Context: an optimization exercise on an open-source flow, tuned for small area. The choices shown serve that exercise and are no tape-out recipe. In this exercise RTL edits were held to simulation tests only and were not proved equivalent to the original.

## job 5770
==> flow/design.v (excerpt) <==
module fir_filter (
    input fir_clk,
    input rst_active_low,
    input signed [29:0] data_in,
    output signed [61:0] data_out
);
reg [29:0] X0;
reg [29:0] X1;
reg [29:0] X2;
reg [29:0] X3;
reg [29:0] X4;
reg [29:0] X5;
reg [29:0] X6;
reg [29:0] X7;
reg [29:0] X8;
reg [29:0] X9;
reg [29:0] X10;
reg [29:0] X11;
reg [29:0] X12;
reg [29:0] X13;
reg [29:0] X14;
reg [29:0] X15;
reg [29:0] X16;
reg [29:0] X17;
reg [29:0] X18;
reg [29:0] X19;
reg [29:0] X20;
reg [29:0] X21;
reg [29:0] X22;
reg [29:0] X23;
reg [29:0] X24;
reg [29:0] X25;
reg [29:0] X26;
reg [29:0] X27;
reg [29:0] X28;
reg [29:0] X29;
reg [29:0] X30;
reg [29:0] X31;
reg [29:0] X32;
reg [29:0] X33;
reg [29:0] X34;
reg [29:0] X35;
reg [29:0] X36;
reg [29:0] X37;
reg [29:0] X38;
always @(posedge fir_clk) begin
    X0 <= {~data_in[29], data_in[28:0]};
    X1 <= X0;
    X2 <= X1;
    X3 <= X2;
    X4 <= X3;
    X5 <= X4;
    X6 <= X5;
    X7 <= X6;
    X8 <= X7;
    X9 <= X8;
    X10 <= X9;
    X11 <= X10;
    X12 <= X11;
    X13 <= X12;
    X14 <= X13;
    X15 <= X14;
    X16 <= X15;
    X17 <= X16;
    X18 <= X17;
    X19 <= X18;
    X20 <= X19;
    X21 <= X20;
    X22 <= X21;
    X23 <= X22;
    X24 <= X23;
    X25 <= X24;
    X26 <= X25;
    X27 <= X26;
    X28 <= X27;
    X29 <= X28;
    X30 <= X29;
    X31 <= X30;
    X32 <= X31;
    X33 <= X32;
    X34 <= X33;
    X35 <= X34;
    X36 <= X35;
    X37 <= X36;
    X38 <= X37;
end
wire n60, n61, n62, n63, n64, n65, n66, n67, n68, n69, n70, n71, n72, n73, n74, n75;
wire n76, n77, n78, n79, n80, n81, n82, n83, n84, n85, n86, n87, n88, n89, n90, n91;
wire n92, n93, n94, n95, n96, n97, n98, n99, n100, n101, n102, n103, n104, n105, n106, n107;
wire n108, n109, n110, n111, n112, n113, n114, n115, n116, n117, n118, n119, n180, n181, n182, n183;
  ...
Settings: LEC_CHECK=0, CAP_MARGIN=35, CORE_MARGIN=2, CORE_UTILIZATION=75, CTS_BUF_LIST=sky130_fd_sc_hd__clkbuf_16, CTS_CLUSTER_DIAMETER=60, CTS_CLUSTER_SIZE=40, SLEW_MARGIN=35, SYNTH_HIERARCHICAL=1; clock period 10.0 ns.
run.sh (not shown) runs the stock make flow with config.mk's settings and CLKGATE_MAP_FILE= SYNTH_SCRIPT=/design/flow/synth_recipe.tcl, a recipe that flattens the netlist after the stock synthesis.
Job 5770: PASS, flow complete, no timing, DRC or antenna violations
> inputs changed (job 5770 -> job 4330)
# job 5770
export LEC_CHECK = 0
export CAP_MARGIN = 35
export CORE_MARGIN = 2
export CORE_UTILIZATION = 75
export CTS_BUF_LIST = sky130_fd_sc_hd__clkbuf_16
export CTS_CLUSTER_DIAMETER = 60
export CTS_CLUSTER_SIZE = 40
export SLEW_MARGIN = 35
export SYNTH_HIERARCHICAL = 1
create_clock -name core_clock -period 10.0 [get_ports {fir_clk}]
# job 4330
export LEC_CHECK = 0
export CAP_MARGIN = 35
export CORE_MARGIN = 2
export CORE_UTILIZATION = 60
export CTS_BUF_LIST = sky130_fd_sc_hd__clkbuf_16
export CTS_CLUSTER_DIAMETER = 60
export CTS_CLUSTER_SIZE = 30
export SLEW_MARGIN = 35
export SYNTH_HIERARCHICAL = 1
create_clock -name core_clock -period 10.0 [get_ports {fir_clk}]
==> flow/flow/run.sh (new file) <==
#!/bin/bash
set -e
export CTS_ARGS="-sink_clustering_enable -repair_clock_nets -dont_use_dummy_load -sink_clustering_size 40 -sink_clustering_max_diameter 70 -buf_list sky130_fd_sc_hd__clkbuf_16"
export BUFFER_PORTS_ARGS="-buffer_cell sky130_fd_sc_hd__buf_1"
bash standard.sh > standard_flow.log 2>&1
==> flow/standard.sh (new file) <==
#!/bin/bash
# synth_recipe.tcl (not shown) runs the flow's synth.tcl, then flattens the netlist and writes it again
# the make line also repeats each setting of config.mk as NAME=value (left out here)
make -C /OpenROAD-flow-scripts/flow DESIGN_CONFIG=/design/flow/config.mk WORK_HOME=/design/flow/orfs CLKGATE_MAP_FILE= SYNTH_SCRIPT=/design/flow/synth_recipe.tcl "${@:-finish}"
removed: flow/run.sh
==> run summary <==
Status job 4330: flow complete, layout not clean - antenna violations. Compared to job 5770, the router laid down less metal wire for job 4330. Summary: with job 5770 as the reference, first-pass GRT wire length in job 4330 moved down by more than 10%. From job 5770 to job 4330 the numbers moved as follows: layout net count did not really move.
Modified inputs, job 6840 compared to job 4330
==> flow/flow/run.sh <==
#!/bin/bash
set -e
export CTS_ARGS="-sink_clustering_enable -repair_clock_nets -dont_use_dummy_load -sink_clustering_size 30 -sink_clustering_max_diameter 80 -buf_list sky130_fd_sc_hd__clkbuf_16"
export BUFFER_PORTS_ARGS="-buffer_cell sky130_fd_sc_hd__buf_1"
bash standard.sh > standard_flow.log 2>&1
### Flow results
Of job 4330 and job 6840, only job 6840 finishes the flow clean. ~same net count reported at finish in job 4330 and job 6840. Diff job 6840..job 4330 | wire length | negligible. Summary of job 6840 over job 4330: number of vias after detailed routing higher.
> inputs changed (job 6840 -> job 2868)
# job 6840
export LEC_CHECK = 0
export CAP_MARGIN = 35
export CORE_MARGIN = 2
export CORE_UTILIZATION = 60
export CTS_BUF_LIST = sky130_fd_sc_hd__clkbuf_16
export CTS_CLUSTER_DIAMETER = 60
export CTS_CLUSTER_SIZE = 30
export SLEW_MARGIN = 35
export SYNTH_HIERARCHICAL = 1
create_clock -name core_clock -period 10.0 [get_ports {fir_clk}]
# job 2868
export LEC_CHECK = 0
export CAP_MARGIN = 35
export CORE_MARGIN = 2
export CORE_UTILIZATION = 70
export CTS_BUF_LIST = sky130_fd_sc_hd__clkbuf_16
export CTS_CLUSTER_DIAMETER = 60
export CTS_CLUSTER_SIZE = 30
export SLEW_MARGIN = 35
export SYNTH_HIERARCHICAL = 1
create_clock -name core_clock -period 10.0 [get_ports {fir_clk}]
==> flow/flow/run.sh <==
#!/bin/bash
set -e
export CTS_ARGS="-sink_clustering_enable -repair_clock_nets -dont_use_dummy_load -sink_clustering_size 30 -sink_clustering_max_diameter 70 -buf_list sky130_fd_sc_hd__clkbuf_16"
export BUFFER_PORTS_ARGS="-buffer_cell sky130_fd_sc_hd__buf_1"
bash standard.sh > standard_flow.log 2>&1
==> comparison <==
As far as sequential fraction of total cell area is concerned, job 2868 and job 6840 perform about the same.
[job 2868 vs job 6840] row count: lower in job 2868
Summary of job 2868 over job 6840: final cell count decreased 4.1%, worst hold margin now smaller.
Job 2868 improves on job 6840 in pre-CTS setup slack.
Job 2868 ended up with n4823_d1 as its worst setup path endpoint; job 6840 ended up with n3220_d1.
Routing usage on met1: higher on job 2868
Sort job 2868 and job 6840 by sum of routed wire length over all layers, ascending, and job 2868 comes first.
Worst path buffer plus inverter count in job 2868 is 1 higher than in job 6840
On clock buffer instance count of the final layout, the lower figure sits with job 6840, not job 2868.
## Diff of input files: job 2155 against job 2868
# job 2868
export LEC_CHECK = 0
export CAP_MARGIN = 35
export CORE_MARGIN = 2
export CORE_UTILIZATION = 70
export CTS_BUF_LIST = sky130_fd_sc_hd__clkbuf_16
export CTS_CLUSTER_DIAMETER = 60
export CTS_CLUSTER_SIZE = 30
export SLEW_MARGIN = 35
export SYNTH_HIERARCHICAL = 1
create_clock -name core_clock -period 10.0 [get_ports {fir_clk}]
# job 2155
export LEC_CHECK = 0
export CAP_MARGIN = 35
export CORE_MARGIN = 2
export CORE_UTILIZATION = 60
export CTS_BUF_LIST = sky130_fd_sc_hd__clkbuf_16
export CTS_CLUSTER_DIAMETER = 60
export CTS_CLUSTER_SIZE = 30
export SLEW_MARGIN = 35
export SYNTH_HIERARCHICAL = 1
create_clock -name core_clock -period 10.0 [get_ports {fir_clk}]
==> flow/flow/run.sh <==
#!/bin/bash
set -e
export CTS_ARGS="-sink_clustering_enable -repair_clock_nets -dont_use_dummy_load -sink_clustering_size 30 -sink_clustering_max_diameter 60 -buf_list sky130_fd_sc_hd__clkbuf_16"
bash standard.sh > standard_flow.log 2>&1
## What came out
Per-cell via count in the routed design in job 2155 vs job 2868: down about 7%
[compare] base=job 2868 new=job 2155: final critical delay including setup and external delays fell by 0.041 ns, worst-case setup margin in the final layout +0.041 ns.
Input-level comparison between job 4822 and job 2155:
# job 2155
export LEC_CHECK = 0
export CAP_MARGIN = 35
export CORE_MARGIN = 2
export CORE_UTILIZATION = 60
export CTS_BUF_LIST = sky130_fd_sc_hd__clkbuf_16
export CTS_CLUSTER_DIAMETER = 60
export CTS_CLUSTER_SIZE = 30
export SLEW_MARGIN = 35
export SYNTH_HIERARCHICAL = 1
create_clock -name core_clock -period 10.0 [get_ports {fir_clk}]
# job 4822
export LEC_CHECK = 0
export CAP_MARGIN = 35
export CORE_MARGIN = 2
export CORE_UTILIZATION = 65
export CTS_BUF_LIST = sky130_fd_sc_hd__clkbuf_16
export CTS_CLUSTER_DIAMETER = 60
export CTS_CLUSTER_SIZE = 30
export SLEW_MARGIN = 35
export SYNTH_HIERARCHICAL = 1
create_clock -name core_clock -period 10.0 [get_ports {fir_clk}]
==> flow/flow/run.sh <==
#!/bin/bash
set -e
export CTS_ARGS="-sink_clustering_enable -repair_clock_nets -dont_use_dummy_load -sink_clustering_size 35 -sink_clustering_max_diameter 75 -buf_list sky130_fd_sc_hd__clkbuf_16"
export BUFFER_PORTS_ARGS="-buffer_cell sky130_fd_sc_hd__buf_1"
bash standard.sh > standard_flow.log 2>&1
Findings:
Summary of job 4822 over job 2155: count of clock-buffer cells in the layout went down 43.
Against job 2155 as the reference, job 4822 delivers a higher data arrival time of the critical path.
On initial cell density of the core: between job 2155 and job 4822, it ends up higher for job 4822.
Job 4822: done, clean on timing, DRC and antenna
Compared with job 2155, job 4822 has less setup slack.
On delay of the slowest critical-path stage, job 2155 and job 4822 are basically level.
Looking at final cell area excluding filler cells, job 4822 sits about 2.3% below job 2155.
Job 4822 vs job 2155 — wire length dropped slightly
Job 4822 improves on job 2155 in worst hold slack.

---

== v10 ==
fir_filter, a different RTL version from the one above (not shown whole).
Size: roughly 4000 cells after synthesis, about 94 I/O pins, about 0.072 sq mm of cells after synthesis.
==> flow/config.mk <==
export PLATFORM = sky130hd
export DESIGN_NAME = fir_filter
export DESIGN_NICKNAME = fir_filter
export VERILOG_FILES = /design/flow/design.v
export SDC_FILE = /design/flow/constraint.sdc
export NUM_CORES = 8
export LEC_CHECK = 0
export CAP_MARGIN = 35
export CORE_MARGIN = 2
export CORE_UTILIZATION = 65
export CTS_BUF_LIST = sky130_fd_sc_hd__clkbuf_16
export CTS_CLUSTER_DIAMETER = 60
export CTS_CLUSTER_SIZE = 30
export SLEW_MARGIN = 35
export SYNTH_HIERARCHICAL = 1
==> flow/constraint.sdc <==
create_clock -name core_clock -period 10.0 [get_ports {fir_clk}]
set_input_delay 2.0000 -clock core_clock [delete_from_list [all_inputs] [get_ports {fir_clk}]]
set_output_delay 2.0000 -clock core_clock [all_outputs]
set_load 0.01 [all_outputs]
standard.sh (not shown) runs the stock make flow with config.mk's settings and CLKGATE_MAP_FILE= SYNTH_SCRIPT=/design/flow/synth_recipe.tcl, a recipe that flattens the netlist after the stock synthesis.
==> flow/flow/run.sh <==
#!/bin/bash
# The standard layout (standard.sh), with two changes:
#  - clock tree: no dummy load cells (they only balance capacitance), clusters
#    of at most 25 flip-flops within 75 um, each driven by a clkbuf_16;
#  - port buffers: buf_1 instead of the default (each port still gets one).
set -e
export CTS_ARGS="-sink_clustering_enable -repair_clock_nets -dont_use_dummy_load -sink_clustering_size 18 -sink_clustering_max_diameter 55 -buf_list sky130_fd_sc_hd__clkbuf_8"
export BUFFER_PORTS_ARGS="-buffer_cell sky130_fd_sc_hd__buf_1"
bash standard.sh > standard_flow.log 2>&1
Here is what was changed in the inputs of v2 compared with v10.
-- flow/flow/run.sh --
<<< v10, line 6
set -e
export CTS_ARGS="-sink_clustering_enable -repair_clock_nets -dont_use_dummy_load -sink_clustering_size 18 -sink_clustering_max_diameter 55 -buf_list sky130_fd_sc_hd__clkbuf_8"
export BUFFER_PORTS_ARGS="-buffer_cell sky130_fd_sc_hd__buf_1"
>>> v2, line 6
set -e
export CTS_ARGS="-sink_clustering_enable -repair_clock_nets -dont_use_dummy_load -sink_clustering_size 25 -sink_clustering_max_diameter 75 -buf_list sky130_fd_sc_hd__clkbuf_16"
export BUFFER_PORTS_ARGS="-buffer_cell sky130_fd_sc_hd__buf_1"
Notes after the runs:
Relative to v10, the final cell area reported for v2 is higher.
Status: routed wire length parity (v2, v10)
Edits applied to the flow inputs when going from v2 to v43:
-- flow/flow/run.sh --
<<< v2, line 6
set -e
export CTS_ARGS="-sink_clustering_enable -repair_clock_nets -dont_use_dummy_load -sink_clustering_size 25 -sink_clustering_max_diameter 75 -buf_list sky130_fd_sc_hd__clkbuf_16"
export BUFFER_PORTS_ARGS="-buffer_cell sky130_fd_sc_hd__buf_1"
>>> v43, line 6
set -e
export CTS_ARGS="-sink_clustering_enable -repair_clock_nets -dont_use_dummy_load -sink_clustering_size 16 -sink_clustering_max_diameter 50 -buf_list sky130_fd_sc_hd__clkbuf_8"
export BUFFER_PORTS_ARGS="-buffer_cell sky130_fd_sc_hd__buf_1"
--- outcome ---
v43 closes out successfully: all stages finished, all timing, DRC and antenna checks passed. v2 has lower maximum level of the CTS H-tree than v43. Going from v2 to v43, the biggest fanout along the worst timing path was found to have gone up by 15. Summary of v43 over v2: final net count up 61; relative max-transition margin saw a decrease. v2 and v43 ended up with roughly the same final design instance area without fill. v43 vs v2: met1 wire length up in v43.

---

run 1:
fir_filter with an RTL version that a note above also has.
For scale: about 4,100 cells after synthesis, about 1,600 flip-flops, about 74,000 um2 of cells after synthesis.
Settings: LEC_CHECK=0, CAP_MARGIN=35, CORE_MARGIN=2, CORE_UTILIZATION=60, CTS_BUF_LIST=sky130_fd_sc_hd__clkbuf_16, CTS_CLUSTER_DIAMETER=60, CTS_CLUSTER_SIZE=30, SLEW_MARGIN=35, SYNTH_HIERARCHICAL=1; clock period 10.0 ns.
==> flow/flow/run.sh <==
#!/bin/bash
set -e
export CTS_ARGS="-sink_clustering_enable -repair_clock_nets -dont_use_dummy_load -sink_clustering_size 30 -sink_clustering_max_diameter 60 -buf_list sky130_fd_sc_hd__clkbuf_16"
export BUFFER_PORTS_ARGS="-buffer_cell sky130_fd_sc_hd__buf_1"
bash standard.sh > standard_flow.log 2>&1
Input changes introduced in run 2 (baseline for comparison: run 1):
==> flow/run.sh (new file) <==
#!/bin/bash
# synth_recipe.tcl (not shown) runs the flow's synth.tcl, then flattens the netlist and writes it again
# the make line also repeats each setting of config.mk as NAME=value (left out here)
make -C /OpenROAD-flow-scripts/flow DESIGN_CONFIG=/design/flow/config.mk WORK_HOME=/design/flow/orfs CLKGATE_MAP_FILE= SYNTH_SCRIPT=/design/flow/synth_recipe.tcl finish
removed: flow/flow/run.sh
removed: flow/standard.sh
On run 2: wire length of the first global-routing pass is 0.61% lower than what run 1 gave.
Looking at growth of design area from synthesis to finish, run 2 sits above run 1.
Normalized max-slew margin: run 1 and run 2 compared, higher one is run 2
Final area, run 2 vs run 1: up by a few percent
Comparing run 2 with run 1, the synthesized cell count came out essentially unchanged.
--- input diff run 2..run 3 ---
==> flow/flow/run.sh (new file) <==
#!/bin/bash
set -e
export CTS_ARGS="-sink_clustering_enable -repair_clock_nets -dont_use_dummy_load -sink_clustering_size 30 -sink_clustering_max_diameter 90 -buf_list sky130_fd_sc_hd__clkbuf_16"
export BUFFER_PORTS_ARGS="-buffer_cell sky130_fd_sc_hd__buf_1"
bash standard.sh > standard_flow.log 2>&1
==> flow/standard.sh (new file) <==
#!/bin/bash
# synth_recipe.tcl (not shown) runs the flow's synth.tcl, then flattens the netlist and writes it again
# the make line also repeats each setting of config.mk as NAME=value (left out here)
make -C /OpenROAD-flow-scripts/flow DESIGN_CONFIG=/design/flow/config.mk WORK_HOME=/design/flow/orfs CLKGATE_MAP_FILE= SYNTH_SCRIPT=/design/flow/synth_recipe.tcl "${@:-finish}"
removed: flow/run.sh
==> comparison <==
Compared run 3 against run 2; wire length of the first global-routing pass within noise. Run 3 vs run 2: final clock skew up in run 3. The headroom to the max-slew limit in run 3 sits 7.7 points below the value recorded for run 2.

[what the ideal ports hide]
The flow's constraints put no driver on any port. The routed layouts listed below were extracted and timed again, unchanged, in two steps. Step 1 assumes that a clkbuf_16 drives the clock port and a buf_2 every other input. Step 2 moves the port delays by t, midway between the first and last clock arrival at a register: inputs arrive t later, outputs are due t later. That takes back most of the time a late clock gives input paths. Slacks: ideal ports / drivers / drivers and shift; pairs: ideal ports / drivers.
run | t (ns) | slack for setup (ns) | hold WS [ns] | clock arrival spread, ns | worst data-port slew with drivers (ns)
job 5770 | 0.806 | 0.496 / 0.496 / 0.496 | 0.321 / 0.321 / 0.321 | 0.070 / 0.071 | 0.05
job 4330 | 0.758 | 0.681 / 0.681 / 0.681 | 0.298 / 0.298 / 0.298 | 0.126 / 0.125 | 0.04
job 6840 | 0.749 | 0.699 / 0.699 / 0.699 | 0.312 / 0.312 / 0.312 | 0.108 / 0.108 | 0.04
job 2868 | 0.750 | 0.672 / 0.672 / 0.672 | 0.302 / 0.302 / 0.302 | 0.094 / 0.095 | 0.04
job 2155 | 0.779 | 0.713 / 0.713 / 0.713 | 0.281 / 0.281 / 0.281 | 0.094 / 0.094 | 0.04
job 4822 | 0.722 | 0.635 / 0.635 / 0.635 | 0.296 / 0.296 / 0.296 | 0.120 / 0.121 | 0.04
v10 | 0.858 | 0.608 / 0.540 / 0.708 | 0.268 / 0.268 / 0.268 | 0.116 / 0.116 | 0.04
v2 | 0.729 | 0.697 / 0.686 / 0.697 | 0.296 / 0.296 / 0.296 | 0.112 / 0.111 | 0.04
v43 | 0.877 | 0.615 / 0.548 / 0.649 | 0.267 / 0.267 / 0.267 | 0.109 / 0.109 | 0.04
run 1 | 0.781 | 0.684 / 0.684 / 0.684 | 0.304 / 0.304 / 0.304 | 0.114 / 0.115 | 0.04
run 2 | 0.821 | 0.747 / 0.747 / 0.747 | 0.320 / 0.320 / 0.320 | 0.039 / 0.040 | 0.04
run 3 | 0.738 | 0.708 / 0.708 / 0.708 | 0.311 / 0.311 / 0.311 | 0.087 / 0.087 | 0.04
